Source: an optimization exercise on an open RTL-to-GDS flow (aim: small area, a short achievable clock period and few clock cycles per item). Production flows keep margins and buffers that such runs may drop.

// time_based_processor
module time_based_processor(
    input           clk,             
    input           rst_n,           
    input  [7:0]    data_in,         
    input  [2:0]    opcode,          
    input           data_valid,      
    output [15:0]   data_out,        
    output          data_ready,      
    output [3:0]    status_flags     
);
    localparam OP_NOP     = 3'b000;
    localparam OP_ADD     = 3'b001;
    localparam OP_SUB     = 3'b010;
    localparam OP_MUL     = 3'b011;
    localparam OP_SHIFT   = 3'b100;
    localparam OP_FILTER  = 3'b101;
    localparam OP_INVERT  = 3'b110;
    localparam OP_COMPARE = 3'b111;
    reg        wait_b;        
    reg        busy;          
    reg        ready;         
    reg [7:0]  x;             
    reg [2:0]  op;            
    reg [15:0] result;
    reg        flag_ovf;
    reg        out_inv;       
    reg        flag_zero;
    wire idle = ~(wait_b | busy | ready);
    wire [7:0] b = data_in;
    function [10:0] padd;
        input [9:0] a, b;
        input       ci;
        reg   [9:0] g, p, gg, pp;
        integer i, l;
        begin
            p = a ^ b;
            g = (a & b) | {9'd0, p[0] & ci};
            gg = g;
            pp = p;
            for (l = 0; l < 4; l = l + 1)
                for (i = 9; i >= 0; i = i - 1)
                    if ((i >> l) & 1) begin
                        gg[i] = gg[i] | (pp[i] & gg[((i >> l) << l) - 1]);
                        pp[i] = pp[i] & pp[((i >> l) << l) - 1];
                    end
            padd = {gg[9], p ^ {gg[8:0], ci}};
        end
    endfunction
    wire [9:0]  t0     = {2'b00, result[15:8]};
    wire [9:0]  t1     = {2'b00, x & {8{result[0]}}};
    wire [9:0]  t2     = {1'b0, x & {8{result[1]}}, 1'b0};
    wire [9:0]  cs_s   = t0 ^ t1 ^ t2;
    wire [9:0]  cs_c   = (t0 & t1) | (t0 & t2) | (t1 & t2);
    wire [10:0] msum   = padd(cs_s, {cs_c[8:0], 1'b0}, 1'b0);
    wire [15:0] mstep  = {msum[9:0], result[7:2]};
    wire [10:0] sums = padd({2'b00, x}, {2'b00, b}, 1'b0);
    wire       c   = sums[8];
    wire       eq  = &(x ^ b);             
    wire [2:0] s   = b[2:0];
    wire [2:0] rl  = b[3] ? -s : s;        
    wire [7:0] r1  = rl[0] ? {x[6:0], x[7]} : x;
  ...
==> module time_based_processor, before the edit <==
module time_based_processor(
    input           clk,             
    input           rst_n,           
    input  [7:0]    data_in,         
    input  [2:0]    opcode,          
    input           data_valid,      
    output [15:0]   data_out,        
    output          data_ready,      
    output [3:0]    status_flags     
);
    localparam OP_NOP     = 3'b000;
    localparam OP_ADD     = 3'b001;
    localparam OP_SUB     = 3'b010;
    localparam OP_MUL     = 3'b011;
    localparam OP_SHIFT   = 3'b100;
    localparam OP_FILTER  = 3'b101;
    localparam OP_INVERT  = 3'b110;
    localparam OP_COMPARE = 3'b111;
    reg        wait_b;        
    reg        busy;          
    reg        ready;         
    reg [7:0]  x;             
    reg [2:0]  op;            
    reg [15:0] result;
    reg        flag_ovf;
    reg        out_inv;       
    reg        flag_zero;
    wire idle = ~(wait_b | busy | ready);
    wire [7:0] b = data_in;
    function [10:0] padd;
        input [9:0] a, b;
        input       ci;
        reg   [9:0] g, p, gg, pp;
        integer i, l;
        begin
            p = a ^ b;
            g = (a & b) | {9'd0, p[0] & ci};
            gg = g;
            pp = p;
            for (l = 0; l < 4; l = l + 1)
                for (i = 9; i >= 0; i = i - 1)
                    if ((i >> l) & 1) begin
                        gg[i] = gg[i] | (pp[i] & gg[((i >> l) << l) - 1]);
                        pp[i] = pp[i] & pp[((i >> l) << l) - 1];
                    end
            padd = {gg[9], p ^ {gg[8:0], ci}};
        end
    endfunction
    wire [9:0]  t0     = {2'b00, result[15:8]};
    wire [9:0]  t1     = {2'b00, x & {8{result[0]}}};
    wire [9:0]  t2     = {1'b0, x & {8{result[1]}}, 1'b0};
    wire [9:0]  cs_s   = t0 ^ t1 ^ t2;
    wire [9:0]  cs_c   = (t0 & t1) | (t0 & t2) | (t1 & t2);
    wire [10:0] msum   = padd(cs_s, {cs_c[8:0], 1'b0}, 1'b0);
    wire [15:0] mstep  = {msum[9:0], result[7:2]};
    wire [10:0] sums = padd({2'b00, x}, {2'b00, b}, 1'b0);
    wire       c   = sums[8];
    wire       eq  = &(x ^ b);             
    wire [2:0] s   = b[2:0];
    wire [2:0] rl  = b[3] ? -s : s;        
    wire [7:0] r1  = rl[0] ? {x[6:0], x[7]} : x;
    wire [7:0] r2  = rl[1] ? {r1[5:0], r1[7:6]} : r1;
    wire [7:0] r3  = rl[2] ? {r2[3:0], r2[7:4]} : r2;
    wire [7:0] keep_l = 8'hFF << s;
    wire [7:0] keep_r = 8'hFF >> s;
    wire [7:0] shifted = r3 & (b[3] ? keep_r : keep_l);
    reg [15:0] alu;
    reg        alu_ovf, alu_zero;
    always @(*) begin
        alu = 16'h0000; alu_ovf = 1'b0; alu_zero = 1'b0;
        case (op)
            OP_ADD:     begin alu[7:0] = sums[7:0]; alu_ovf = c;  alu_zero = ~|(x | b); end
            OP_SUB:     begin alu[7:0] = sums[7:0]; alu_ovf = c;  alu_zero = eq; end
            OP_MUL:     begin alu[7:0] = b; alu_zero = ~|x | ~|b; end
            OP_SHIFT:   alu[7:0] = shifted;
            OP_FILTER:  alu[7:0] = x & b;
            OP_COMPARE: begin alu[1:0] = {c, ~c & ~eq}; alu_zero = eq; end
            default:    alu = 16'h0000;
        endcase
    end
    always @(posedge clk or negedge rst_n) begin
        if (!rst_n) begin
            wait_b <= 1'b0;
            busy   <= 1'b0;
            ready  <= 1'b0;
        end else begin
            if (idle && data_valid) begin
                if (opcode == OP_NOP || opcode == OP_INVERT) ready <= 1'b1;
                else wait_b <= 1'b1;
            end
            if (wait_b && data_valid) begin
                wait_b <= 1'b0;
                if (op == OP_MUL) busy <= 1'b1;
                else ready <= 1'b1;
            end
            if (busy && op[1:0] == 2'b00) begin
                busy  <= 1'b0;
                ready <= 1'b1;
            end
            if (ready && data_valid) ready <= 1'b0;
        end
    end
    always @(posedge clk) begin
        if (idle) begin
            x         <= data_in ^ {8{opcode == OP_SUB || opcode == OP_COMPARE}};
            op        <= opcode;
            out_inv   <= (opcode == OP_SUB) || (opcode == OP_INVERT);
            result    <= {8'h00, data_in};
            flag_ovf  <= 1'b0;
            flag_zero <= 1'b0;
        end
        if (wait_b) begin
            flag_ovf  <= alu_ovf;
            flag_zero <= alu_zero;
            result    <= alu;
        end
        if (busy) begin
            op     <= op - 3'd1;
            result <= mstep;
        end
    end
    assign data_out     = {result[15:8], result[7:0] ^ {8{out_inv}}};
    assign data_ready   = ready;
    assign status_flags = {flag_ovf, flag_zero, 1'b0, ready};
endmodule
clock: 5.5 ns
lec_check: 0
abc_area: 1
cap_margin: 20
core_margin: 2
core_utilization: 60
setup_slack_margin: 3
slew_margin: 20
standard.sh (not shown) runs the stock make flow with config.mk's settings and CLKGATE_MAP_FILE= SYNTH_SCRIPT=/design/flow/synth_recipe.tcl, a recipe that flattens the netlist after the stock synthesis.
==> flow/flow/run.sh <==
#!/bin/bash
# Standard layout with these changes: plain buf_1 cells as the port buffers,
# and half and full adders left to abc as plain gates (flow/noha.mk).
bash standard.sh "DESIGN_CONFIG=$PWD/flow/noha.mk" "BUFFER_PORTS_ARGS=-buffer_cell sky130_fd_sc_hd__buf_1"  finish > standard.log 2>&1
==> flow/flow/noha.mk <==
# The standard flow's settings, plus the half and full adders cells marked don't-use so that
# synthesis leaves half and full adders to abc as plain gates.
include $(FLOW_CONFIG)
export DONT_USE_CELLS += sky130_fd_sc_hd__ha_1 sky130_fd_sc_hd__ha_2 sky130_fd_sc_hd__ha_4 sky130_fd_sc_hd__fa_1 sky130_fd_sc_hd__fa_2 sky130_fd_sc_hd__fa_4
Change:
--- a/flow/design.v
+++ b/flow/design.v
@@ -24,7 +24,6 @@
     reg [2:0]  op;            
     reg [15:0] result;
     reg        flag_ovf;
-    reg        out_inv;       
     reg        flag_zero;
     wire idle = ~(wait_b | busy | ready);
     wire [7:0] b = data_in;
@@ -52,7 +51,19 @@
     wire [9:0]  t2     = {1'b0, x & {8{result[1]}}, 1'b0};
     wire [9:0]  cs_s   = t0 ^ t1 ^ t2;
     wire [9:0]  cs_c   = (t0 & t1) | (t0 & t2) | (t1 & t2);
-    wire [10:0] msum   = padd(cs_s, {cs_c[8:0], 1'b0}, 1'b0);
+    function [10:0] radd;
+        input [9:0] a, b;
+        reg cy; integer i;
+        begin
+            cy = 1'b0;
+            for (i = 0; i < 10; i = i + 1) begin
+                radd[i] = a[i] ^ b[i] ^ cy;
+                cy = (a[i] & b[i]) | (cy & (a[i] ^ b[i]));
+            end
+            radd[10] = cy;
+        end
+    endfunction
+    wire [10:0] msum   = radd(cs_s, {cs_c[8:0], 1'b0});
     wire [15:0] mstep  = {msum[9:0], result[7:2]};
     wire [10:0] sums = padd({2'b00, x}, {2'b00, b}, 1'b0);
     wire       c   = sums[8];
@@ -105,7 +116,6 @@
         if (idle) begin
             x         <= data_in ^ {8{opcode == OP_SUB || opcode == OP_COMPARE}};
             op        <= opcode;
-            out_inv   <= (opcode == OP_SUB) || (opcode == OP_INVERT);
             result    <= {8'h00, data_in};
             flag_ovf  <= 1'b0;
             flag_zero <= 1'b0;
@@ -120,6 +130,7 @@
             result <= mstep;
         end
     end
+    wire   out_inv      = (op == OP_SUB) || (op == OP_INVERT);
     assign data_out     = {result[15:8], result[7:0] ^ {8{out_inv}}};
     assign data_ready   = ready;
     assign status_flags = {flag_ovf, flag_zero, 1'b0, ready};
The new run completed without violations.
Fmax shrinks by about 3.7%.
Setup slack is worse by 0.095 ns.
Utilization goes up by 5.5 points.
Non-clock buffer count came out higher by 9.
Wire length fell by about 7.5%.
Cell area came out higher by about 0.9%.
Flip-flop and latch count decreases by 1.
No run of this note included a check of the RTL's function; only the layout flow was run.

## what the ideal ports hide
Ports are ideal in the flow. The routed layouts listed here were re-timed in OpenROAD. Step 1 (the two cells are an assumption about what drives the block):
set clk [get_ports {clk}]
set_driving_cell -lib_cell sky130_fd_sc_hd__clkbuf_16 $clk
set_driving_cell -lib_cell sky130_fd_sc_hd__buf_2 [delete_from_list [all_inputs] $clk]
Step 2 also shifts input and output timing later by t, the mid clock arrival at the registers, as if the neighbouring blocks saw the same clock. Slacks: no drivers / after step 1 / after step 2; pairs: no drivers / after step 1.
run	t, ns	setup WS [ns]	hold slack, ns	clock arrival spread, ns	worst register clock-pin slew, ns
the first run	0.308	3.047 / 3.035 / 2.727	0.609 / 0.606 / 0.627	0.009 / 0.009	0.08 / 0.08
the second run	0.320	2.952 / 2.938 / 2.618	0.595 / 0.587 / 0.624	0.008 / 0.009	0.08 / 0.08
After both steps every run listed still meets setup and hold. The setup slack of the second run, which loses most, moves by -0.014 ns with the drivers and by -0.334 ns with both steps.
